This design comes from an exercise in tuning for small area and a short achievable clock period on the open sky130 flow, not from production work. Only simulation tests tie the RTL to the original design; equivalence was not proved. Power is estimated from default activity; no workload was simulated.

`design.v`:
```
module Clkdiv (
    input CP,
    input clr,
    output pix_en,    
    output reg s,     
    output key_en,    
    output beat       
);
    reg[1:0] p;
    always @(posedge CP, posedge clr)
        if (clr) p <= 0;
        else p <= p + 1'b1;
    assign pix_en = (p == 2'b01);
    reg[10:0] kq;
    assign key_en = (kq == 11'h4ff);
    always @(posedge CP, posedge clr)
        if (clr) kq <= 11'h0ff;
        else kq <= {kq[9:0], kq[10] ^ kq[8] ^ key_en};
    reg[11:0] bq;
    assign beat = (bq == 12'hf55);
    always @(posedge CP, posedge clr)
        if (clr) bq <= 12'h755;
        else bq <= {bq[10:0], bq[11] ^ bq[10] ^ bq[9] ^ bq[3] ^ beat};
    reg[18:0] sq;
    wire s_flip = (sq == 19'h555fe);
    always @(posedge CP, posedge clr)
        if (clr) sq <= 19'h003e6;
        else sq <= {sq[17:0], sq[18] ^ sq[17] ^ sq[16] ^ sq[13] ^ s_flip};
    always @(posedge CP, posedge clr)
        if (clr) s <= 0;
        else if (s_flip) s <= ~s;
endmodule
module Key_dejitter (
    input CP,
    input clr,
    input key_en,
    input[4:0] Button,
    output reg[2:0] k
);
    wire[2:0] nkeys = Button[4] + Button[3] + Button[2] + Button[1] + Button[0];
    always @(posedge CP, posedge clr)
        if (clr) k <= 0;
        else if (key_en) begin
            if (nkeys > 1) k <= 0;
            else k <= {Button[1] | Button[0], Button[3] | Button[2] | Button[0],
                       Button[4] | Button[2] | Button[1]};
        end
endmodule
module Free_play (
    input[2:0] sw,
    input[2:0] k,
    output[1:0] o,
    output[2:0] t
);
    wire up = sw[0] & ~(sw[2] & sw[1]);
    assign o = {sw[2] & ~sw[1], sw[1] & ~sw[2]};
    assign t = (up && (k == 3'd3)) ? 3'd4 : (up && (k == 3'd6)) ? 3'd7 : k;
endmodule
module Auto_play (
    input CP,
    input clr,
    input beat,
    input[1:0] sw,
    output reg[4:0] auto_note,
    output reg[10:0] rc,
    output reg rm
);
    wire auto_sw = sw[1] ^ sw[0];
    wire[10:0] base = (auto_sw == rm) ? rc : 11'd0;
    always @(posedge CP, posedge clr)
        if (clr) begin
            rc <= 0;
            rm <= 0;
        end else if (beat) begin
            rc <= (sw == 2'b00) ? 11'd0 : base + 1'b1;
            rm <= auto_sw;
        end
    reg song1_set, song2_set;
    reg[4:0] song1_note, song2_note;
    reg song1_hit;
    always @(*) begin
        song1_hit = 1'b1;
        case (rc[7:0])
            8'd0: ;
            8'd1: ;
            8'd3: ;
            8'd6: ;
            8'd7: ;
            8'd8: ;
            8'd9: ;
            8'd12: ;
            8'd13: ;
            8'd14: ;
            8'd15: ;
            8'd18: ;
            8'd19: ;
            8'd20: ;
            8'd21: ;
            8'd23: ;
            8'd26: ;
            8'd27: ;
            8'd30: ;
            8'd31: ;
            8'd32: ;
            8'd33: ;
            8'd35: ;
            8'd38: ;
            8'd39: ;
            8'd41: ;
            8'd48: ;
            8'd49: ;
            8'd51: ;
            8'd54: ;
            8'd55: ;
            8'd56: ;
            8'd57: ;
            8'd60: ;
            8'd61: ;
            8'd62: ;
            8'd63: ;
            8'd66: ;
            8'd67: ;
            8'd68: ;
            8'd69: ;
            8'd71: ;
            8'd74: ;
            8'd75: ;
            8'd78: ;
            8'd79: ;
            8'd80: ;
            8'd81: ;
            8'd83: ;
            8'd86: ;
            8'd87: ;
            8'd96: ;
            8'd97: ;
            8'd98: ;
            8'd99: ;
            8'd102: ;
            8'd103: ;
            8'd104: ;
            8'd105: ;
            8'd107: ;
            8'd109: ;
            8'd111: ;
            8'd114: ;
            8'd115: ;
            8'd117: ;
            8'd119: ;
            8'd122: ;
            8'd123: ;
            8'd127: ;
            8'd128: ;
            8'd129: ;
            8'd133: ;
            8'd134: ;
            8'd135: ;
            8'd137: ;
            8'd146: ;
            8'd147: ;
            8'd148: ;
            8'd149: ;
            8'd150: ;
            8'd153: ;
            8'd154: ;
            8'd155: ;
            8'd156: ;
            8'd158: ;
            8'd160: ;
            8'd162: ;
            8'd165: ;
            8'd166: ;
            8'd168: ;
            8'd170: ;
            8'd173: ;
            8'd174: ;
            8'd178: ;
            8'd179: ;
            8'd180: ;
            8'd184: ;
            8'd185: ;
            8'd186: ;
            8'd196: ;
            default: song1_hit = 1'b0;
        endcase
    end
    always @(*)
        case (rc[7:0])
            8'd0: song1_note = 5'd0;
            8'd1: song1_note = 5'd1;
            8'd2: song1_note = 5'd1;
            8'd3: song1_note = 5'd4;
            8'd4: song1_note = 5'd4;
            8'd5: song1_note = 5'd4;
            8'd6: song1_note = 5'd0;
            8'd7: song1_note = 5'd5;
            8'd8: song1_note = 5'd6;
            8'd9: song1_note = 5'd7;
            8'd10: song1_note = 5'd7;
            8'd11: song1_note = 5'd7;
            8'd12: song1_note = 5'd0;
            8'd13: song1_note = 5'd6;
            8'd14: song1_note = 5'd5;
            8'd15: song1_note = 5'd6;
            8'd16: song1_note = 5'd6;
            8'd17: song1_note = 5'd6;
            8'd18: song1_note = 5'd0;
            8'd19: song1_note = 5'd5;
            8'd20: song1_note = 5'd4;
            8'd21: song1_note = 5'd5;
            8'd22: song1_note = 5'd5;
            8'd23: song1_note = 5'd2;
            8'd24: song1_note = 5'd2;
            8'd25: song1_note = 5'd2;
            8'd26: song1_note = 5'd0;
            8'd27: song1_note = 5'd4;
            8'd28: song1_note = 5'd4;
            8'd29: song1_note = 5'd4;
            8'd30: song1_note = 5'd0;
            8'd31: song1_note = 5'd4;
            8'd32: song1_note = 5'd5;
            8'd33: song1_note = 5'd3;
            8'd34: song1_note = 5'd3;
            8'd35: song1_note = 5'd2;
            8'd36: song1_note = 5'd2;
            8'd37: song1_note = 5'd2;
            8'd38: song1_note = 5'd1;
            8'd39: song1_note = 5'd2;
            8'd40: song1_note = 5'd2;
            8'd41: song1_note = 5'd6;
            8'd42: song1_note = 5'd6;
            8'd43: song1_note = 5'd6;
            8'd44: song1_note = 5'd6;
            8'd45: song1_note = 5'd6;
            8'd46: song1_note = 5'd6;
            8'd47: song1_note = 5'd6;
            8'd48: song1_note = 5'd0;
            8'd49: song1_note = 5'd1;
            8'd50: song1_note = 5'd1;
            8'd51: song1_note = 5'd4;
            8'd52: song1_note = 5'd4;
            8'd53: song1_note = 5'd4;
            8'd54: song1_note = 5'd0;
            8'd55: song1_note = 5'd5;
            8'd56: song1_note = 5'd6;
            8'd57: song1_note = 5'd7;
            8'd58: song1_note = 5'd7;
            8'd59: song1_note = 5'd7;
            8'd60: song1_note = 5'd0;
            8'd61: song1_note = 5'd6;
            8'd62: song1_note = 5'd5;
            8'd63: song1_note = 5'd6;
            8'd64: song1_note = 5'd6;
            8'd65: song1_note = 5'd6;
            8'd66: song1_note = 5'd0;
            8'd67: song1_note = 5'd5;
            8'd68: song1_note = 5'd4;
            8'd69: song1_note = 5'd5;
            8'd70: song1_note = 5'd5;
            8'd71: song1_note = 5'd2;
            8'd72: song1_note = 5'd2;
            8'd73: song1_note = 5'd2;
            8'd74: song1_note = 5'd0;
            8'd75: song1_note = 5'd4;
            8'd76: song1_note = 5'd4;
            8'd77: song1_note = 5'd4;
            8'd78: song1_note = 5'd0;
            8'd79: song1_note = 5'd4;
            8'd80: song1_note = 5'd5;
            8'd81: song1_note = 5'd3;
            8'd82: song1_note = 5'd3;
            8'd83: song1_note = 5'd2;
            8'd84: song1_note = 5'd2;
            8'd85: song1_note = 5'd2;
            8'd86: song1_note = 5'd1;
            8'd87: song1_note = 5'd2;
            8'd88: song1_note = 5'd2;
            8'd89: song1_note = 5'd2;
            8'd90: song1_note = 5'd2;
            8'd91: song1_note = 5'd2;
            8'd92: song1_note = 5'd2;
            8'd93: song1_note = 5'd2;
            8'd94: song1_note = 5'd2;
            8'd95: song1_note = 5'd2;
            8'd96: song1_note = 5'd0;
            8'd97: song1_note = 5'd6;
            8'd98: song1_note = 5'd7;
            8'd99: song1_note = 5'd9;
            8'd100: song1_note = 5'd9;
            8'd101: song1_note = 5'd9;
            8'd102: song1_note = 5'd0;
            8'd103: song1_note = 5'd9;
            8'd104: song1_note = 5'd10;
            8'd105: song1_note = 5'd7;
            8'd106: song1_note = 5'd7;
            8'd107: song1_note = 5'd6;
            8'd108: song1_note = 5'd6;
            8'd109: song1_note = 5'd5;
            8'd110: song1_note = 5'd5;
            8'd111: song1_note = 5'd6;
            8'd112: song1_note = 5'd6;
            8'd113: song1_note = 5'd6;
            8'd114: song1_note = 5'd0;
            8'd115: song1_note = 5'd11;
            8'd116: song1_note = 5'd11;
            8'd117: song1_note = 5'd7;
            8'd118: song1_note = 5'd7;
            8'd119: song1_note = 5'd6;
            8'd120: song1_note = 5'd6;
            8'd121: song1_note = 5'd6;
            8'd122: song1_note = 5'd5;
            8'd123: song1_note = 5'd6;
            8'd124: song1_note = 5'd6;
            8'd125: song1_note = 5'd6;
            8'd126: song1_note = 5'd6;
            8'd127: song1_note = 5'd5;
            8'd128: song1_note = 5'd4;
            8'd129: song1_note = 5'd3;
            8'd130: song1_note = 5'd3;
            8'd131: song1_note = 5'd3;
            8'd132: song1_note = 5'd3;
            8'd133: song1_note = 5'd2;
            8'd134: song1_note = 5'd1;
            8'd135: song1_note = 5'd2;
            8'd136: song1_note = 5'd2;
            8'd137: song1_note = 5'd6;
            8'd138: song1_note = 5'd6;
            8'd139: song1_note = 5'd6;
            8'd140: song1_note = 5'd6;
            8'd141: song1_note = 5'd6;
            8'd142: song1_note = 5'd6;
            8'd143: song1_note = 5'd6;
            8'd144: song1_note = 5'd6;
            8'd145: song1_note = 5'd6;
            8'd146: song1_note = 5'd0;
            8'd147: song1_note = 5'd0;
            8'd148: song1_note = 5'd6;
            8'd149: song1_note = 5'd7;
            8'd150: song1_note = 5'd9;
            8'd151: song1_note = 5'd9;
            8'd152: song1_note = 5'd9;
            8'd153: song1_note = 5'd0;
            8'd154: song1_note = 5'd9;
            8'd155: song1_note = 5'd10;
            8'd156: song1_note = 5'd7;
            8'd157: song1_note = 5'd7;
            8'd158: song1_note = 5'd6;
            8'd159: song1_note = 5'd6;
            8'd160: song1_note = 5'd5;
            8'd161: song1_note = 5'd5;
            8'd162: song1_note = 5'd6;
            8'd163: song1_note = 5'd6;
            8'd164: song1_note = 5'd6;
            8'd165: song1_note = 5'd0;
            8'd166: song1_note = 5'd11;
            8'd167: song1_note = 5'd11;
            8'd168: song1_note = 5'd7;
            8'd169: song1_note = 5'd7;
            8'd170: song1_note = 5'd6;
            8'd171: song1_note = 5'd6;
            8'd172: song1_note = 5'd6;
            8'd173: song1_note = 5'd5;
            8'd174: song1_note = 5'd6;
            8'd175: song1_note = 5'd6;
            8'd176: song1_note = 5'd6;
            8'd177: song1_note = 5'd6;
            8'd178: song1_note = 5'd5;
            8'd179: song1_note = 5'd4;
            8'd180: song1_note = 5'd3;
            8'd181: song1_note = 5'd3;
            8'd182: song1_note = 5'd3;
            8'd183: song1_note = 5'd3;
            8'd184: song1_note = 5'd2;
            8'd185: song1_note = 5'd1;
            8'd186: song1_note = 5'd2;
            8'd187: song1_note = 5'd2;
            8'd188: song1_note = 5'd2;
            8'd189: song1_note = 5'd2;
            8'd190: song1_note = 5'd2;
            8'd191: song1_note = 5'd2;
            8'd192: song1_note = 5'd2;
            8'd193: song1_note = 5'd2;
            8'd194: song1_note = 5'd2;
            8'd195: song1_note = 5'd2;
            8'd196: song1_note = 5'd0;
            8'd197: song1_note = 5'd0;
            8'd198: song1_note = 5'd0;
            8'd199: song1_note = 5'd0;
            8'd200: song1_note = 5'd0;
            8'd201: song1_note = 5'd0;
            8'd202: song1_note = 5'd0;
            8'd203: song1_note = 5'd0;
            8'd204: song1_note = 5'd0;
            8'd205: song1_note = 5'd0;
            8'd206: song1_note = 5'd0;
            8'd207: song1_note = 5'd0;
            8'd208: song1_note = 5'd0;
            8'd209: song1_note = 5'd0;
            8'd210: song1_note = 5'd0;
            8'd211: song1_note = 5'd0;
            8'd212: song1_note = 5'd0;
            8'd213: song1_note = 5'd0;
            8'd214: song1_note = 5'd0;
            8'd215: song1_note = 5'd0;
            8'd216: song1_note = 5'd0;
            8'd217: song1_note = 5'd0;
            8'd218: song1_note = 5'd0;
            8'd219: song1_note = 5'd0;
            8'd220: song1_note = 5'd0;
            8'd221: song1_note = 5'd0;
            8'd222: song1_note = 5'd0;
            8'd223: song1_note = 5'd0;
            8'd224: song1_note = 5'd0;
            8'd225: song1_note = 5'd0;
            8'd226: song1_note = 5'd0;
            8'd227: song1_note = 5'd0;
            8'd228: song1_note = 5'd0;
            8'd229: song1_note = 5'd0;
            8'd230: song1_note = 5'd0;
            8'd231: song1_note = 5'd0;
            8'd232: song1_note = 5'd0;
            8'd233: song1_note = 5'd0;
            8'd234: song1_note = 5'd0;
            8'd235: song1_note = 5'd0;
            8'd236: song1_note = 5'd0;
            8'd237: song1_note = 5'd0;
            8'd238: song1_note = 5'd0;
            8'd239: song1_note = 5'd0;
            8'd240: song1_note = 5'd0;
            8'd241: song1_note = 5'd0;
            8'd242: song1_note = 5'd0;
            8'd243: song1_note = 5'd0;
            8'd244: song1_note = 5'd0;
            8'd245: song1_note = 5'd0;
            8'd246: song1_note = 5'd0;
            8'd247: song1_note = 5'd0;
            8'd248: song1_note = 5'd0;
            8'd249: song1_note = 5'd0;
            8'd250: song1_note = 5'd0;
            8'd251: song1_note = 5'd0;
            8'd252: song1_note = 5'd0;
            8'd253: song1_note = 5'd0;
            8'd254: song1_note = 5'd0;
            8'd255: song1_note = 5'd0;
        endcase
    always @(*) song1_set = song1_hit && rc[10:8] == 0;
    reg song2_hit;
    always @(*) begin
        song2_hit = 1'b1;
        case (rc[5:0])
            6'd0: ;
            6'd2: ;
            6'd4: ;
            6'd5: ;
            6'd7: ;
            6'd8: ;
            6'd10: ;
            6'd11: ;
            6'd13: ;
            6'd14: ;
            6'd15: ;
            6'd16: ;
            6'd17: ;
            6'd19: ;
            6'd20: ;
            6'd22: ;
            6'd23: ;
            6'd25: ;
            6'd26: ;
            6'd27: ;
            6'd28: ;
            6'd29: ;
            6'd31: ;
            6'd32: ;
            6'd34: ;
            6'd35: ;
            6'd37: ;
            6'd38: ;
            6'd40: ;
            6'd41: ;
            6'd43: ;
            6'd44: ;
            6'd46: ;
            6'd47: ;
            6'd49: ;
            default: song2_hit = 1'b0;
        endcase
    end
    always @(*)
        case (rc[5:0])
            6'd0: song2_note = 5'd0;
            6'd1: song2_note = 5'd0;
            6'd2: song2_note = 5'd3;
            6'd3: song2_note = 5'd3;
            6'd4: song2_note = 5'd2;
            6'd5: song2_note = 5'd1;
            6'd6: song2_note = 5'd1;
            6'd7: song2_note = 5'd2;
            6'd8: song2_note = 5'd3;
            6'd9: song2_note = 5'd3;
            6'd10: song2_note = 5'd4;
            6'd11: song2_note = 5'd5;
            6'd12: song2_note = 5'd5;
            6'd13: song2_note = 5'd0;
            6'd14: song2_note = 5'd3;
            6'd15: song2_note = 5'd2;
            6'd16: song2_note = 5'd1;
            6'd17: song2_note = 5'd23;
            6'd18: song2_note = 5'd23;
            6'd19: song2_note = 5'd22;
            6'd20: song2_note = 5'd23;
            6'd21: song2_note = 5'd23;
            6'd22: song2_note = 5'd1;
            6'd23: song2_note = 5'd21;
            6'd24: song2_note = 5'd21;
            6'd25: song2_note = 5'd0;
            6'd26: song2_note = 5'd22;
            6'd27: song2_note = 5'd21;
            6'd28: song2_note = 5'd20;
            6'd29: song2_note = 5'd19;
            6'd30: song2_note = 5'd19;
            6'd31: song2_note = 5'd21;
            6'd32: song2_note = 5'd1;
            6'd33: song2_note = 5'd1;
            6'd34: song2_note = 5'd3;
            6'd35: song2_note = 5'd2;
            6'd36: song2_note = 5'd2;
            6'd37: song2_note = 5'd1;
            6'd38: song2_note = 5'd2;
            6'd39: song2_note = 5'd2;
            6'd40: song2_note = 5'd22;
            6'd41: song2_note = 5'd1;
            6'd42: song2_note = 5'd1;
            6'd43: song2_note = 5'd23;
            6'd44: song2_note = 5'd23;
            6'd45: song2_note = 5'd23;
            6'd46: song2_note = 5'd1;
            6'd47: song2_note = 5'd2;
            6'd48: song2_note = 5'd2;
            6'd49: song2_note = 5'd0;
            6'd50: song2_note = 5'd0;
            6'd51: song2_note = 5'd0;
            6'd52: song2_note = 5'd0;
            6'd53: song2_note = 5'd0;
            6'd54: song2_note = 5'd0;
            6'd55: song2_note = 5'd0;
            6'd56: song2_note = 5'd0;
            6'd57: song2_note = 5'd0;
            6'd58: song2_note = 5'd0;
            6'd59: song2_note = 5'd0;
            6'd60: song2_note = 5'd0;
            6'd61: song2_note = 5'd0;
            6'd62: song2_note = 5'd0;
            6'd63: song2_note = 5'd0;
        endcase
    always @(*) song2_set = song2_hit && rc[10:6] == 0;
    always @(posedge CP, posedge clr)
        if (clr) auto_note <= 0;
        else if (beat) begin
            if (sw == 2'b10) begin
                if (!rm) auto_note <= 0;
                else if (song1_set) auto_note <= song1_note;
            end else if (sw == 2'b01) begin
                if (!rm) auto_note <= 0;
                else if (song2_set) auto_note <= song2_note;
            end else
                auto_note <= 5'b11000;
        end
endmodule
module Select_frequency (
    input[1:0] sw,
    input[1:0] free_o,
    input[2:0] free_t,
    input[4:0] auto_note,
    output[1:0] o,
    output[2:0] t,
    output idle       
);
    wire auto_sw = sw[1] ^ sw[0];
    assign o = auto_sw ? auto_note[4:3] : free_o;
    assign t = auto_sw ? auto_note[2:0] : free_t;
    assign idle = auto_sw & (auto_note == 5'b11000);
endmodule
module Generate_melody (
    input CP,
    input clr,
    input[1:0] o,
    input[2:0] t,
    input idle,
    output reg melody
);
    reg[17:0] half;
    always @(*)
        case ({o, t})
            5'b10001: half = 190839;
            5'b10010: half = 170068;
            5'b10011: half = 151515;
            5'b10100: half = 143266;
            5'b10101: half = 127551;
            5'b10110: half = 113636;
            5'b10111: half = 101214;
            5'b00001: half = 95602;
            5'b00010: half = 85178;
            5'b00011: half = 75872;
            5'b00100: half = 71530;
            5'b00101: half = 63775;
            5'b00110: half = 56818;
            5'b00111: half = 50607;
            5'b01001: half = 47801;
            5'b01010: half = 42553;
            5'b01011: half = 37936;
            5'b01100: half = 35765;
            5'b01101: half = 31867;
            5'b01110: half = 28376;
            5'b01111: half = 25290;
            default: half = idle ? 18'd25012 : 18'd1;
        endcase
    reg[17:0] count;
    reg change;
    always @(posedge CP, posedge clr)
        if (clr) begin
            count <= 0;
            change <= 0;
        end else if (count < half) begin
            count <= count + 1'b1;
            change <= 0;
        end else begin
            count <= 0;
            change <= 1;
        end
    always @(posedge CP, posedge clr)
        if (clr) melody <= 0;
        else if (change) melody <= ~melody;
endmodule
module Display_melody (
    input s,
    input[4:0] sw,
    input[2:0] k,            
    input[4:0] auto_note,
    output[6:0] a_to_g,
    output[3:0] an
);
    function [6:0] seg;
        input[3:0] d;
        case (d)
            4'h1: seg = 7'b100_1111;
            4'h2: seg = 7'b001_0010;
            4'h3: seg = 7'b000_0110;
            4'h4: seg = 7'b100_1100;
            4'h5: seg = 7'b010_0100;
            4'h6: seg = 7'b010_0000;
            4'h7: seg = 7'b000_1111;
            4'hA: seg = 7'b111_0111;
            4'hB: seg = 7'b111_1110;
            4'hC: seg = 7'b011_1111;
            default: seg = 7'b000_0001;
        endcase
    endfunction
    function [6:0] mark;
        input[1:0] o;
        mark = (o == 2'b01) ? seg(4'hC) : (o == 2'b10) ? seg(4'hA) : seg(4'hB);
    endfunction
    wire auto_sw = sw[1] ^ sw[0];
    wire up = sw[2] & ~(sw[4] & sw[3]);
    wire[2:0] kup = (k == 3'd3) ? 3'd4 : (k == 3'd6) ? 3'd7 : k;
    wire[6:0] seg_k = seg({1'b0, k});
    wire[6:0] seg_kup = seg({1'b0, kup});
    wire[6:0] seg_auto = seg({1'b0, auto_note[2:0]});
    wire[6:0] mark_auto = mark(auto_note[4:3]);
    wire auto_tone = auto_note[2:0] != 3'd0;
    wire[6:0] mark_sw = mark(sw[4:3]);
    assign a_to_g = s ? ((auto_sw & auto_tone) ? mark_auto : mark_sw)
                      : (auto_sw ? seg_auto : (up ? seg_kup : seg_k));
    assign an = s ? 4'b1101 : 4'b1110;
endmodule
module VGA_640x480 (
    input CP,
    input clr,
    input pix_en,
    output hsync,
    output vsync,
    output reg[9:0] hc,
    output reg[9:0] vc
);
    reg vsenable;
    always @(posedge CP, posedge clr)
        if (clr) begin
            hc <= 0;
            vsenable <= 0;
        end else if (pix_en) begin
            if (hc == 10'd799) begin
                hc <= 0;
                vsenable <= 1;
            end else begin
                hc <= hc + 1'b1;
                vsenable <= 0;
            end
        end
    always @(posedge CP, posedge clr)
        if (clr) vc <= 0;
        else if (pix_en && vsenable) vc <= (vc == 10'd520) ? 10'd0 : vc + 1'b1;
    assign hsync = (hc >= 10'd96);
    assign vsync = (vc >= 10'd2);
endmodule
module Press_signal (
    input[9:0] hc,
    output reg[4:0] pcol
);
    always @(*) begin
        if (hc >= 10'd149 && hc < 10'd169) pcol = 5'd17;
        else if (hc >= 10'd180 && hc < 10'd200) pcol = 5'd18;
        else if (hc >= 10'd210 && hc < 10'd230) pcol = 5'd19;
        else if (hc >= 10'd241 && hc < 10'd261) pcol = 5'd20;
        else if (hc >= 10'd271 && hc < 10'd291) pcol = 5'd21;
        else if (hc >= 10'd301 && hc < 10'd321) pcol = 5'd22;
        else if (hc >= 10'd332 && hc < 10'd352) pcol = 5'd23;
        else if (hc >= 10'd362 && hc < 10'd382) pcol = 5'd1;
        else if (hc >= 10'd395 && hc < 10'd415) pcol = 5'd2;
        else if (hc >= 10'd423 && hc < 10'd443) pcol = 5'd3;
        else if (hc >= 10'd454 && hc < 10'd474) pcol = 5'd4;
        else if (hc >= 10'd484 && hc < 10'd504) pcol = 5'd5;
        else if (hc >= 10'd515 && hc < 10'd535) pcol = 5'd6;
        else if (hc >= 10'd545 && hc < 10'd565) pcol = 5'd7;
        else if (hc >= 10'd575 && hc < 10'd595) pcol = 5'd9;
        else if (hc >= 10'd606 && hc < 10'd626) pcol = 5'd10;
        else if (hc >= 10'd637 && hc < 10'd657) pcol = 5'd11;
        else if (hc >= 10'd667 && hc < 10'd687) pcol = 5'd12;
        else if (hc >= 10'd697 && hc < 10'd717) pcol = 5'd13;
        else if (hc >= 10'd728 && hc < 10'd748) pcol = 5'd14;
        else if (hc >= 10'd758 && hc < 10'd778) pcol = 5'd15;
        else pcol = 5'b11111;
    end
endmodule
module Bar (
    input[10:0] rc,      
    input rm,            
    input[9:0] hc,
    input[4:0] pcol,
    input[9:0] vc,
    output in_bar
);
    reg[3:0] a;
    reg bf;
    always @(*) begin
        if (vc >= 10'd281) a = 11;
        else if (vc >= 10'd256) a = 10;
        else if (vc >= 10'd231) a = 9;
        else if (vc >= 10'd206) a = 8;
        else if (vc >= 10'd181) a = 7;
        else if (vc >= 10'd156) a = 6;
        else if (vc >= 10'd131) a = 5;
        else if (vc >= 10'd106) a = 4;
        else if (vc >= 10'd81) a = 3;
        else if (vc >= 10'd56) a = 2;
        else a = 1;
        bf = !(vc == 10'd31 || vc == 10'd56 || vc == 10'd81 || vc == 10'd106 ||
               vc == 10'd131 || vc == 10'd156 || vc == 10'd181 || vc == 10'd206 ||
               vc == 10'd231 || vc == 10'd256 || vc == 10'd281);
    end
    wire[10:0] tau = rc - a;
    wire[6:0] bcol;
    reg[6:0] cov;
    always @(*)
        case (tau[6:0])
            7'd3: cov[0] = 1'b1;
            7'd4: cov[0] = (bf ? 1'b1 : 1'b0);
            7'd35: cov[0] = 1'b1;
            7'd36: cov[0] = (bf ? 1'b1 : 1'b0);
            7'd39: cov[0] = 1'b1;
            7'd40: cov[0] = (bf ? 1'b1 : 1'b0);
            7'd61: cov[0] = (a >= 4'd5);
            7'd62: cov[0] = (a >= 4'd4);
            7'd63: cov[0] = (a >= 4'd3);
            7'd64: cov[0] = (a >= 4'd2);
            7'd65: cov[0] = 1'b1;
            7'd66: cov[0] = (bf ? 1'b1 : 1'b0);
            default: cov[0] = 1'b0;
        endcase
    always @(*)
        case (tau[6:0])
            7'd45: cov[1] = (a >= 4'd2);
            7'd46: cov[1] = 1'b1;
            7'd47: cov[1] = (bf ? 1'b1 : 1'b0);
            7'd59: cov[1] = 1'b1;
            7'd60: cov[1] = (bf ? 1'b1 : 1'b0);
            default: cov[1] = 1'b0;
        endcase
    always @(*)
        case (tau[6:0])
            7'd43: cov[2] = 1'b1;
            7'd44: cov[2] = (bf ? 1'b1 : 1'b0);
            7'd48: cov[2] = (bf ? 1'b1 : 1'b0);
            7'd56: cov[2] = (bf ? 1'b1 : 1'b0);
            default: cov[2] = 1'b0;
        endcase
    always @(*)
        case (tau[6:0])
            7'd17: cov[3] = 1'b1;
            7'd18: cov[3] = (bf ? 1'b1 : 1'b0);
            7'd19: cov[3] = (bf ? 1'b1 : 1'b0);
            7'd20: cov[3] = (bf ? 1'b1 : 1'b0);
            7'd27: cov[3] = 1'b1;
            7'd28: cov[3] = (bf ? 1'b1 : 1'b0);
            7'd37: cov[3] = 1'b1;
            7'd38: cov[3] = (bf ? 1'b1 : 1'b0);
            7'd41: cov[3] = 1'b1;
            7'd42: cov[3] = (bf ? 1'b1 : 1'b0);
            7'd49: cov[3] = 1'b1;
            7'd50: cov[3] = (bf ? 1'b1 : 1'b0);
            7'd57: cov[3] = 1'b1;
            7'd58: cov[3] = (bf ? 1'b1 : 1'b0);
            default: cov[3] = 1'b0;
        endcase
    always @(*)
        case (tau[6:0])
            7'd13: cov[4] = (a >= 4'd3);
            7'd14: cov[4] = (a >= 4'd2);
            7'd15: cov[4] = 1'b1;
            7'd16: cov[4] = (bf ? 1'b1 : 1'b0);
            7'd25: cov[4] = 1'b1;
            7'd26: cov[4] = (bf ? 1'b1 : 1'b0);
            7'd29: cov[4] = (a >= 4'd5);
            7'd30: cov[4] = (a >= 4'd4);
            7'd31: cov[4] = (a >= 4'd3);
            7'd32: cov[4] = (a >= 4'd2);
            7'd33: cov[4] = 1'b1;
            7'd34: cov[4] = (bf ? 1'b1 : 1'b0);
            7'd51: cov[4] = (bf ? 1'b1 : 1'b0);
            7'd52: cov[4] = (bf ? 1'b1 : 1'b0);
            7'd53: cov[4] = (a >= 4'd2);
            7'd54: cov[4] = 1'b1;
            7'd55: cov[4] = (bf ? 1'b1 : 1'b0);
            default: cov[4] = 1'b0;
        endcase
    always @(*)
        case (tau[6:0])
            7'd5: cov[5] = (a >= 4'd2);
            7'd6: cov[5] = 1'b1;
            7'd7: cov[5] = (bf ? 1'b1 : 1'b0);
            7'd8: cov[5] = (bf ? 1'b1 : 1'b0);
            7'd11: cov[5] = 1'b1;
            7'd12: cov[5] = (bf ? 1'b1 : 1'b0);
            7'd23: cov[5] = 1'b1;
            7'd24: cov[5] = (bf ? 1'b1 : 1'b0);
            default: cov[5] = 1'b0;
        endcase
    always @(*)
        case (tau[6:0])
            7'd9: cov[6] = 1'b1;
            7'd10: cov[6] = (bf ? 1'b1 : 1'b0);
            7'd21: cov[6] = 1'b1;
            7'd22: cov[6] = (bf ? 1'b1 : 1'b0);
            default: cov[6] = 1'b0;
        endcase
    assign bcol[0] = (pcol == 5'd5);
    assign bcol[1] = (pcol == 5'd6);
    assign bcol[2] = (pcol == 5'd7);
    assign bcol[3] = (pcol == 5'd9);
    assign bcol[4] = (pcol == 5'd10);
    assign bcol[5] = (pcol == 5'd11);
    assign bcol[6] = (pcol == 5'd12);
    wire first_px = (hc == 10'd484) || (hc == 10'd515) || (hc == 10'd545) || (hc == 10'd575) || (hc == 10'd606) || (hc == 10'd637) || (hc == 10'd667);
    assign in_bar = !rm && (tau[10:7] == 0) && |(cov & bcol) && !first_px;
endmodule
module VGA_picture (
    input CP,
    input pix_en,
    input[9:0] hc,
    input[9:0] vc,
    input[11:0] rom_data,
    output[16:0] rom_addr,
    input[4:0] sw,
    input[2:0] k,
    input[4:0] auto_note,
    input[4:0] pcol,         
    input in_bar,
    output[3:0] red,green,blue
);
    wire[10:0] xpix = {1'b0, hc} - 11'd144;
    assign rom_addr = {vc, 7'd0} + {vc, 9'd0} + {6'd0, xpix} + 17'd81664;
    reg[11:0] M;
    always @(posedge CP)
        if (pix_en) M <= rom_data;
    wire hvis = (hc >= 10'd144) && (hc < 10'd784);
    wire sprite_on = hvis && (vc >= 10'd282) && (vc < 10'd471);
    wire vidon = hvis && (vc >= 10'd31) && (vc < 10'd471);
    wire mark_row = sprite_on && (vc >= 10'd431) && (vc < 10'd451);
    wire[11:0] base = sprite_on ? M : (vidon && in_bar) ? 12'h9ff : 12'h000;
    wire auto_sw = sw[1] ^ sw[0];
    wire up = sw[2] & ~(sw[4] & sw[3]);
    wire[2:0] kup = (k == 3'd3) ? 3'd4 : (k == 3'd6) ? 3'd7 : k;
    wire hit_auto = (auto_note == pcol);
    wire hit_k = (k == pcol[2:0]);
    wire hit_kup = (kup == pcol[2:0]);
    wire oct_ok = (sw[4:3] == 2'b10) ? (pcol[4:3] == 2'b10) :
                  (sw[4:3] == 2'b01) ? (pcol[4:3] == 2'b01) : (pcol[4:3] == 2'b00);
    wire hit = auto_sw ? hit_auto : (oct_ok & (up ? hit_kup : hit_k));
    wire mark = mark_row & hit;
    assign red = base[11:8] | {4{mark}};
    assign green = base[7:4] & ~{4{mark}};
    assign blue = base[3:0] & ~{4{mark}};
endmodule
module piano_top (
    input CP,
    input clr,
    input[4:0] sw,
    input[4:0] Button,
    input[11:0] rom_data,
    output[16:0] rom_addr,
    output melody,
    output[4:0] led,
    output[6:0] a_to_g,
    output[3:0] an,
    output hsync,vsync,
    output[3:0] red,green,blue
);
    wire pix_en, s, key_en, beat;
    wire[2:0] k;
    wire[1:0] free_o, o;
    wire[2:0] free_t, t;
    wire[4:0] auto_note, pcol;
    wire[10:0] rc;
    wire rm;
    wire idle, in_bar;
    wire[9:0] hc, vc;
    assign led = sw;
    Clkdiv U1(.CP(CP), .clr(clr), .pix_en(pix_en), .s(s), .key_en(key_en), .beat(beat));
    Key_dejitter U2(.CP(CP), .clr(clr), .key_en(key_en), .Button(Button), .k(k));
    Free_play U3(.sw(sw[4:2]), .k(k), .o(free_o), .t(free_t));
    Auto_play U4(.CP(CP), .clr(clr), .beat(beat), .sw(sw[1:0]), .auto_note(auto_note), .rc(rc), .rm(rm));
    Select_frequency U5(.sw(sw[1:0]), .free_o(free_o), .free_t(free_t), .auto_note(auto_note),
                        .o(o), .t(t), .idle(idle));
    Generate_melody U6(.CP(CP), .clr(clr), .o(o), .t(t), .idle(idle), .melody(melody));
    Display_melody U7(.s(s), .sw(sw), .k(k), .auto_note(auto_note), .a_to_g(a_to_g), .an(an));
    VGA_640x480 U8(.CP(CP), .clr(clr), .pix_en(pix_en), .hsync(hsync), .vsync(vsync),
                   .hc(hc), .vc(vc));
    Press_signal U9(.hc(hc), .pcol(pcol));
    Bar U10(.rc(rc), .rm(rm), .hc(hc), .pcol(pcol), .vc(vc), .in_bar(in_bar));
    VGA_picture U11(.CP(CP), .pix_en(pix_en), .hc(hc), .vc(vc), .rom_data(rom_data),
                    .rom_addr(rom_addr), .sw(sw), .k(k), .auto_note(auto_note), .pcol(pcol),
                    .in_bar(in_bar), .red(red), .green(green), .blue(blue));
endmodule
```
`standard.sh`:
```
#!/bin/bash
# synth_recipe.tcl (not shown) runs the flow's synth.tcl, then flattens the netlist and writes it again
# the make line also repeats each setting of config.mk as NAME=value (left out here)
make -C /OpenROAD-flow-scripts/flow DESIGN_CONFIG=/design/flow/config.mk WORK_HOME=/design/flow/orfs CLKGATE_MAP_FILE= SYNTH_SCRIPT=/design/flow/synth_recipe.tcl "${@:-finish}"
```
`flow/my_synth.tcl`:
```
# The standard flow's synthesis (ORFS synth.tcl, without Yosys's fsm and share passes), with
# ripple arithmetic instead of the Kogge-Stone carry map and an area-oriented
# ABC script (flow/area.abc).
set my_dir [file dirname [file normalize [info script]]]
proc synth {args} {
  set out {}
  set skip 0
  foreach a $args {
    if {$skip} { set skip 0; continue }
    if {$a eq "-extra-map"} { set skip 1; continue }
    lappend out $a
  }
  yosys synth -nofsm -noshare {*}$out
}
proc abc {args} {
  global my_dir
  set out {}
  set skip 0
  foreach a $args {
    if {$skip} { set skip 0; continue }
    if {$a eq "-script"} { set skip 1; continue }
    lappend out $a
  }
  yosys abc -script $my_dir/area.abc {*}$out
}
source $::env(SCRIPTS_DIR)/synth.tcl
# left out here: clear keep_hierarchy, flatten, clean up, hide names made inside functions, write 1_2_yosys.v
```
`config.mk`:
```
export PLATFORM = sky130hd
export DESIGN_NAME = piano_top
export DESIGN_NICKNAME = piano_top
export VERILOG_FILES = /design/flow/design.v
export SDC_FILE = /design/flow/constraint.sdc
export NUM_CORES = 4
export LEC_CHECK = 0
export CAP_MARGIN = 20
export CORE_MARGIN = 2
export CORE_UTILIZATION = 65
export PLACE_DENSITY = 0.75
export SLEW_MARGIN = 20
```
`constraint.sdc`:
```
create_clock -name core_clock -period 100.0 [get_ports {CP}]
set_input_delay 20.0000 -clock core_clock [delete_from_list [all_inputs] [get_ports {CP}]]
set_output_delay 20.0000 -clock core_clock [all_outputs]
set_load 0.01 [all_outputs]
```
`flow/area.abc`:
```
strash; ifraig; dc2; dc2; dc2; &get -n; &deepsyn -T 300; &put; strash; dc2; &get -n; &deepsyn -T 200 -S 2; &put; strash; &get -n; &st; &dch -f; &nf -R 1000; &put; topo
```
`flow/run.sh`:
```
#!/bin/bash
# The standard layout (standard.sh), with these changes:
# - synthesis (flow/my_synth.tcl): arithmetic maps to plain gates (no
#   Kogge-Stone carry map, no full-adder cells) and ABC runs an area-oriented
#   script with two rounds of deep logic resynthesis (flow/area.abc);
#   registers and their
#   names are as in the standard synthesis;
# - port buffers are the smallest buffer cell;
# - the clock tree uses clkbuf_4 cells and no dummy loads;
# - repair_timing works on paths with less than 57.7 ns of slack: the paths
#   from the switch inputs to the outputs, which set the period reached.
# make's output goes to standard.log; each step's log is under orfs/logs.
set -euo pipefail
here=$(pwd)
bash standard.sh SYNTH_SCRIPT=$here/flow/my_synth.tcl ADDER_MAP_FILE= \
  "BUFFER_PORTS_ARGS=-buffer_cell sky130_fd_sc_hd__buf_1" \
  "CTS_ARGS=-sink_clustering_enable -repair_clock_nets -buf_list sky130_fd_sc_hd__clkbuf_4 -sink_clustering_size 20 -sink_clustering_max_diameter 300 -sink_buffer_max_cap_derate 1.0 -dont_use_dummy_load" \
  SETUP_SLACK_MARGIN=57.7 \
  finish > standard.log 2>&1
```
==> run notes, run 1 <==
status complete, no violations; Clock Latency Late Sink 0.56 ns; top_reg_cell synth dfrtp_1; Setup TNS 0 ns; Area growth syn-to-layout 9.58%; total power 0.0000950 W; fmax 0.0237 GHz; DR vias 8,261; max_slew headroom 37.6%; first-pass GRT wire length 35,500 um; CTS clock-pin slew for the worst setup and hold paths 0.11 ns; Hold Fails Final Rpt 0; layout cells sized above 1 7.18%; part of the cycle the worst path needs 42.2%; Net Sw Frac 31.1%; post-synthesis cell type count 63; Crit Path Category in2out; combinational share of power 19.4%; yosys warns 9; Reg-to-Reg Start U2.k[1]$_DFFE_PP0N_; crit-path max FO 8; total CTS buffers 17; Nets 1,098; Power Density 11.1 nW/um^2; cell family with most CP delay simple AND/OR/NAND/NOR gates; Max H-tree Level 4; internal power 0.0000655 W; # rows 40; Worst R2R End U6.count[7]$_DFF_PP0_; CP max stage delay 0.30 ns; Seq cells post-synth 118; Final Non-Filler Cells 1,220; initial antenna violation count 1; die span in x 114 um; CTS sink cnt 118; Max Cap Viol 0; Post-synth EDFFs 12; die footprint 12,900 sq um; Initial Utilization 65.9%; GRT overflow 0; Multi-input gate area 4720 sq um; vias in the first global route 7,390; clk root buf clkbuf_4; DRC 0; DRT antenna net count 0; maximum vdd drop 0.0000106 V; HPWL Detailed 15,700 um; clk_skew 0.0413 ns; core area 11,900 sq um; WP buf/inv 3; DP Cell Count 1,192; Seq/Total Area, Yosys 38.9%; deepest clock path buffer count 2; area of the mapped netlist 7810 sq um; Via density 6.77; Post-synth ARST share 89.8%; Hold Crit Start U1.sq[8]$_DFF_PP1_; Initial DRC Count 1,017; arrival time of the worst setup path 22.20 ns; sequential share of power 56.5%; syn avg cell area 7.96 sq um; CP cell instances buf_12, nor2b_4, or2_4, buf_6, nor3_4, nand2_2, a22oi_2, xnor2_1, o211ai_1, nor3_4, nor2b_4, nand2_1, nand2_1, buf_1; I/O pin count 72; Port Buffers 69; HP Class reg2reg; Register Area 3040 sq um; r2r worst-path depth 24; Max Slew Vio Count 0; crit start category primary input; worst reg2reg setup slack 95.30 ns; gr usage total 34.3%; Critical Path RT 80.00 ns; hold slack 0.353 ns; RSZ-0062 raised after global routing true; fin crit period 42.20 ns; P_leak 3.39 nW; setup violators final 0; Hold Path Sink U1.sq[9]$_DFF_PP1_; final WL 22,300 um; FILL cells 954; clock power share 24.1%; CP max-delay cell nor3_4; post-synthesis cell count 982; drt pass-1 iters 7; WL per Instance 18.3 um; P_sw 0.0000295 W; WHS Path Cells 0; kind of end point of the critical path output port; largest net degree at the start of global routing 62; die height 114 um; CTS tree done; Worst-Margin Slew 0.936 ns; final RePlAce weighted congestion 1.01
## sequential cells by signal, indices dropped and copies added (netlist names)
name          count
U8.hc            10
U2.k              3
U4.rm             1
U1.s              1
U1.sq            19
U4.auto_note      5
U6.melody         1
U1.kq            11
U8.vc            10
U6.change         1
U1.p              2
U8.vsenable       1
U11.M            12
U6.count         18
U4.rc            11
U1.bq            12
## power by group through the flow
stage	sequential [W]	combinational, W	clock (W)
2_1_floorplan	0.0000537	0.0000130	0
3_3_place_gp	0.0000543	0.0000169	0
3_5_place_dp	0.0000544	0.0000170	0
4_1_cts	0.0000535	0.0000173	0.0000233
5_1_grt	0.0000539	0.0000204	0.0000251
6_report	0.0000536	0.0000184	0.0000229
## stage by stage
| step | worst slack [ns] | utilization (%) | area [sq um] |
|---|---|---|---|
| CTS | 57.71 | 71.0 | 8420 |
| finish | 57.80 | 72.2 | 8560 |
| detailed placement | 56.89 | 69.3 | 8230 |
| global placement | 57.02 | 69.3 | 8230 |
| floorplan | 57.76 | - | 7830 |
| global route | 57.65 | 72.2 | 8560 |
## synth_stat cells, drive strengths merged (6+ instances only)
cell | n | share of area [%]
buf | 12 | 1.2
edfxtp | 12 | 4.6
nor3b | 9 | 0.86
a21oi | 76 | 4.9
nor2b | 14 | 1.1
nand3 | 31 | 2.0
a311oi | 6 | 0.67
a21o | 6 | 0.58
or2 | 10 | 0.80
a22oi | 7 | 0.67
nor3 | 52 | 3.3
and3 | 17 | 1.4
dfrtp | 84 | 27
o22ai | 16 | 1.3
nor4 | 12 | 0.96
or3 | 8 | 0.64
dfstp | 22 | 7.4
nand2 | 151 | 7.3
clkinv | 25 | 1.2
a31oi | 15 | 1.2
a211oi | 21 | 2.0
o21a | 7 | 0.67
xor2 | 16 | 1.8
o211ai | 9 | 0.86
o21ai | 82 | 5.3
xnor2 | 38 | 4.3
nor2 | 129 | 6.2
nand2b | 11 | 0.88
a211o | 6 | 0.67
and2 | 10 | 0.80
## how the worst max path moves through the flow
| stage | from | to | slack [ns] | cells after the start |
|---|---|---|---|---|
| after global placement | sw[1] | green[2] | 57.02 | 13 |
| after global routing | sw[0] | green[3] | 57.65 | 14 |
| after floorplan | sw[1] | blue[0] | 57.76 | 10 |
| after CTS | sw[0] | green[3] | 57.71 | 13 |
| after detailed placement | sw[1] | green[3] | 56.89 | 13 |
| final | sw[0] | blue[1] | 57.80 | 14 |
## layer usage
metal / GRT usage [%] / vias up / routed length (um)
met5: 0 / - / 0
met2: 53.3 / 573 / 10100
met3: 6.48 / 87 / 2250
li1: - / 3791 / -
met4: 14.1 / 0 / 746
met1: 47.8 / 3810 / 9170
## timing repair
| item | 4_1_cts | 5_1_grt |
|---|---|---|
| buffers inserted | 1 | 8 |
| gates resized for setup | 17 | 26 |
| hold buffers | 0 | 0 |
| cloned | 0 | 1 |
| pin swaps | 2 | 10 |
| hold endpoints to repair | 0 | 0 |
| endpoints found under the setup margin | 19 | 16 |
## area by class of cell
type                            count  area share (%)
Tap cell                          147            2.15
Timing Repair Buffer               83            4.60
Clock buffer                       17            1.49
Inverter                           25            1.13
Antenna cell                        1          0.0292
Sequential cell                   118            35.5
Multi-Input combinational cell    829            55.1
## cells in the final DEF (no fill, tap or decap), drive strengths merged, types with 16 or more instances in the layout
| cell | count |
|---|---|
| buf | 83 |
| o22ai | 16 |
| clkbuf | 17 |
| xor2 | 16 |
| nand3 | 31 |
| and3 | 17 |
| a211oi | 21 |
| nor3 | 52 |
| dfstp | 22 |
| a21oi | 76 |
| dfrtp | 84 |
| nand2 | 151 |
| xnor2 | 38 |
| clkinv | 24 |
| o21ai | 82 |
| nor2 | 129 |
## cells by family (layout without fill, tap and decap cells)
logic type	Yosys count	in the layout	share of synthesized area, %
AOI/OAI and AO/OA	293	293	23.6
xor gates and xnor gates	54	54	6.05
adders and majority gates	1	1	0.128
buffers and inverters	37	125	2.35
DFF	118	118	38.9
muxes	4	4	0.544
other	1	3	0.0480
and+or+nand+nor	474	475	28.4
==> run 2, diff against run 1 <==
==> flow/area.abc (replaced) <==
strash; ifraig; dc2; dc2; dc2; &get -n; &deepsyn -T 300; &put; strash; dc2; &get -n; &deepsyn -T 200 -S 2; &put; strash; dch -f; amap; topo
==> run 2 against run 1 <==
Count of clock-buffer cells in the layout unchanged. Clock power rose by 2%. Fmax shrank 1.0%. Critical endpoint is now green[2]. Critical path type unchanged. Critical path depth stayed put. Global-route usage up 2.1 points. Still clean on timing, DRC and antenna. Largest cell class unchanged.
==> run notes, run 2 <==
CP dominant cell by count nor2_4; Most flops, register U1.sq; Crit Path Category in2out; Clock Latency Late Sink 0.54 ns; Setup TNS 0 ns; deepest clock path buffer count 2; Post-synth EDFFs 12; DRT antenna net count 0; largest net degree at the start of global routing 55; crit start category primary input; die footprint 12,900 sq um; total CTS buffers 17; Nets 1,214; HPWL Detailed 16,800 um; gr usage total 36.5%; DR vias 8,737; final RePlAce weighted congestion 1.12; post-synth top area share 26.8%; die span in x 114 um; Post-synth ARST share 89.8%; status complete, no violations; syn avg cell area 7.24 sq um; fmax 0.0235 GHz; CTS sink cnt 118; Port Buffers 69; max FFs per register 19; Critical Path RT 80.00 ns; clk root buf clkbuf_4; top_reg_cell synth dfrtp_1; total power 0.000100 W; Final Non-Filler Cells 1,335; setup violators final 0; CP cell instances buf_12, clkinv_16, nor2_4, nor2_4, clkinv_4, or3_4, nor2_4, o32ai_4, a2111oi_2, o21ai_1, a2111oi_4, or2_4, o22ai_2, buf_2; Ant. Diodes 0; post-synthesis cell count 1,081; Post-CTS Hold Buffers 0; die height 114 um; crit-path max FO 8; top cells by area, synth dfrtp_1 27%, nor2_1 12%, dfstp_2 7.4%, clkinv_1 7.0%, o21ai_0 7.0%; Seq/Total Area, Yosys 38.8%; WL per Instance 17.6 um; core area 11,900 sq um; Max Cap Viol 0; post-synth top area cell dfrtp_1; final WL 23,500 um; first-pass GRT wire length 38,000 um; CTS clock-pin slew for the worst setup and hold paths 0.12 ns; I/O pin count 72; DP Cell Count 1,290; arrival time of the worst setup path 22.64 ns; Worst-Margin Slew 1.07 ns; commonest non-fill, non-tap cells in the layout 244 x nor2_1, 137 x clkinv_1, 108 x o21ai_0; Initial Utilization 66.0%; Hold Fails Final Rpt 0; Power Density 11.3 nW/um^2; Max H-tree Level 4; count leader, synth nor2_1; Seq cells post-synth 118; kind of end point of the critical path output port; P_leak 3.41 nW; area of the mapped netlist 7830 sq um; GRT overflow 0; part of the cycle the worst path needs 42.6%; CTS tree done; layout cells sized above 1 10.9%; initial antenna violation count 0; DRC 0; cell family with most CP delay compound AO/OA/AOI/OAI gates; CP max-delay cell a2111oi_4; Max Slew Vio Count 0; RSZ-0062 raised after global routing true; max_slew headroom 27.9%; Area growth syn-to-layout 13.6%; HP Class reg2reg; yosys warns 9; post-synthesis cell type count 54; most common library cells after synthesis 260 x nor2_1, 147 x clkinv_1, 110 x o21ai_0; vias in the first global route 8,075; WP buf/inv 4; # rows 40; CP max stage delay 0.48 ns; drt pass-1 iters 10; Initial DRC Count 1,210; fin crit period 42.64 ns; commonest non-fill, non-tap cell in the layout nor2_1; Via density 6.54; maximum vdd drop 0.0000121 V; clk_skew 0.0444 ns; top flop regs U1.sq (19), U6.count (18)
## run 2: changes by cell type after synthesis, sizes merged, moves of 17 or more
cell    change
a21oi      -20
clkinv    +122
nand2      -50
nand3      -23
nor2      +131
o21ai      +28
o22ai      +17
xnor2      -38
## run 2: report_power, final
group / total, W / internal (W) / leakage (nW) / switching (W)
sequential: 0.0000525 / 0.0000504 / 1.45 / 0.00000202
clock: 0.0000234 / 0.00000773 / 0.0782 / 0.0000156
combinational: 0.0000244 / 0.00000890 / 1.89 / 0.0000155
total: 0.000100 / 0.0000671 / 3.41 / 0.0000331
## run 2: metrics by stage
stage / util [%] / cell area, sq um / hold WS, ns / worst slack (ns)
5_1_grt: 75.0 / 8890 / 0.350 / 57.33
4_1_cts: 73.7 / 8740 / 0.351 / 57.51
6_report: 75.0 / 8890 / 0.353 / 57.36
2_1_floorplan: - / 7980 / 0.345 / 57.60
3_3_place_gp: 70.5 / 8370 / 0.356 / 56.58
3_5_place_dp: 70.5 / 8370 / 0.356 / 56.45
## run 2: area by class of cell
| cell class | instances | area [sq um] |
|---|---|---|
| multi-input combinational | 805 | 4370 |
| sequential | 118 | 3040 |
| fill | 928 | 2970 |
| inverter | 147 | 621 |
| timing repair buffer | 101 | 548 |
| tap | 147 | 184 |
| clock buffer | 17 | 128 |
## run 2: path summary, 6_finish.rpt
check                                         start  cells past startpoint  slack, ns               endpoint
worst max-delay path                          sw[0]                     14      57.36               green[2]
worst min register to register   U1.sq[7]$_DFF_PP1_                      0       0.35     U1.sq[8]$_DFF_PP1_
min in group asynchronous                       clr                      2      19.51     U1.sq[0]$_DFF_PP0_
worst max register to register  U2.k[1]$_DFFE_PP0N_                     30      94.77  U6.count[4]$_DFF_PP0_
worst min-delay path             U1.sq[7]$_DFF_PP1_                      0       0.35     U1.sq[8]$_DFF_PP1_
max in group asynchronous                       clr                      3      79.32      U1.p[0]$_DFF_PP0_
## run 2: kinds of logic (layout without fill, tap and decap cells)
kind of cell	count (synthesis)	after routing	synth area share [%]
xor+xnor	2	2	0.224
buf+inv	159	265	8.20
compound gates	340	340	27.8
flops	118	118	38.8
other cells	1	2	0.0479
simple gates	461	461	24.9
## run 2: worst reg2reg max path, delay by kind of cell, from the launching register on
| kind | cells | cell delay, ns |
|---|---|---|
| AO/OA/AOI/OAI | 19 | 2.88 |
| AND/OR/NAND/NOR | 7 | 1.17 |
| buffers and inverters | 4 | 0.65 |
| flip-flops | 1 | 0.43 |
## run 2: timing repair
action / in CTS / in global routing
pin swaps: 12 / 14
setup endpoints to repair: 19 / 18
endpoints found under the hold margin: 0 / 0
resized for setup: 38 / 24
buffers inserted: 16 / 12
## run 2: metal layers
metal	up-vias	GRT usage (%)	routed length, um
met2	583	56.2	10800
met3	131	9.30	2340
met1	3969	48.4	9360
met5	-	0	0
li1	4054	-	-
met4	0	17.9	1020

==> afterwards: timing with drivers on the ports <==
No port has a modelled driver above. Below, the same layouts with a new extraction and two added sets of constraints. Step 1: set_driving_cell puts a clkbuf_16 on CP and a buf_2 on each other input, an assumption about the parent block. Step 2 adds t to the input delays and takes it off the output delays; t is the mean of the earliest and latest rising clock arrival at the registers after step 1. Input paths then give back, and output paths get back, about the clock's delay inside the block. Slacks: ideal ports / drivers / drivers and shift; pairs: ideal ports / drivers.
| run | shift t [ns] | setup WS [ns] | hold slack, ns | worst register clock-pin slew, ns |
|---|---|---|---|---|
| run 1 | 0.570 | 57.796 / 57.748 / 57.748 | 0.353 / 0.353 / 0.353 | 0.12 / 0.12 |
| run 2 | 0.559 | 57.359 / 57.299 / 57.299 | 0.353 / 0.353 / 0.353 | 0.12 / 0.12 |
After both steps every run listed still meets setup and hold. The setup slack of run 2, which loses most, moves by -0.060 ns with the drivers and by -0.060 ns with both steps.
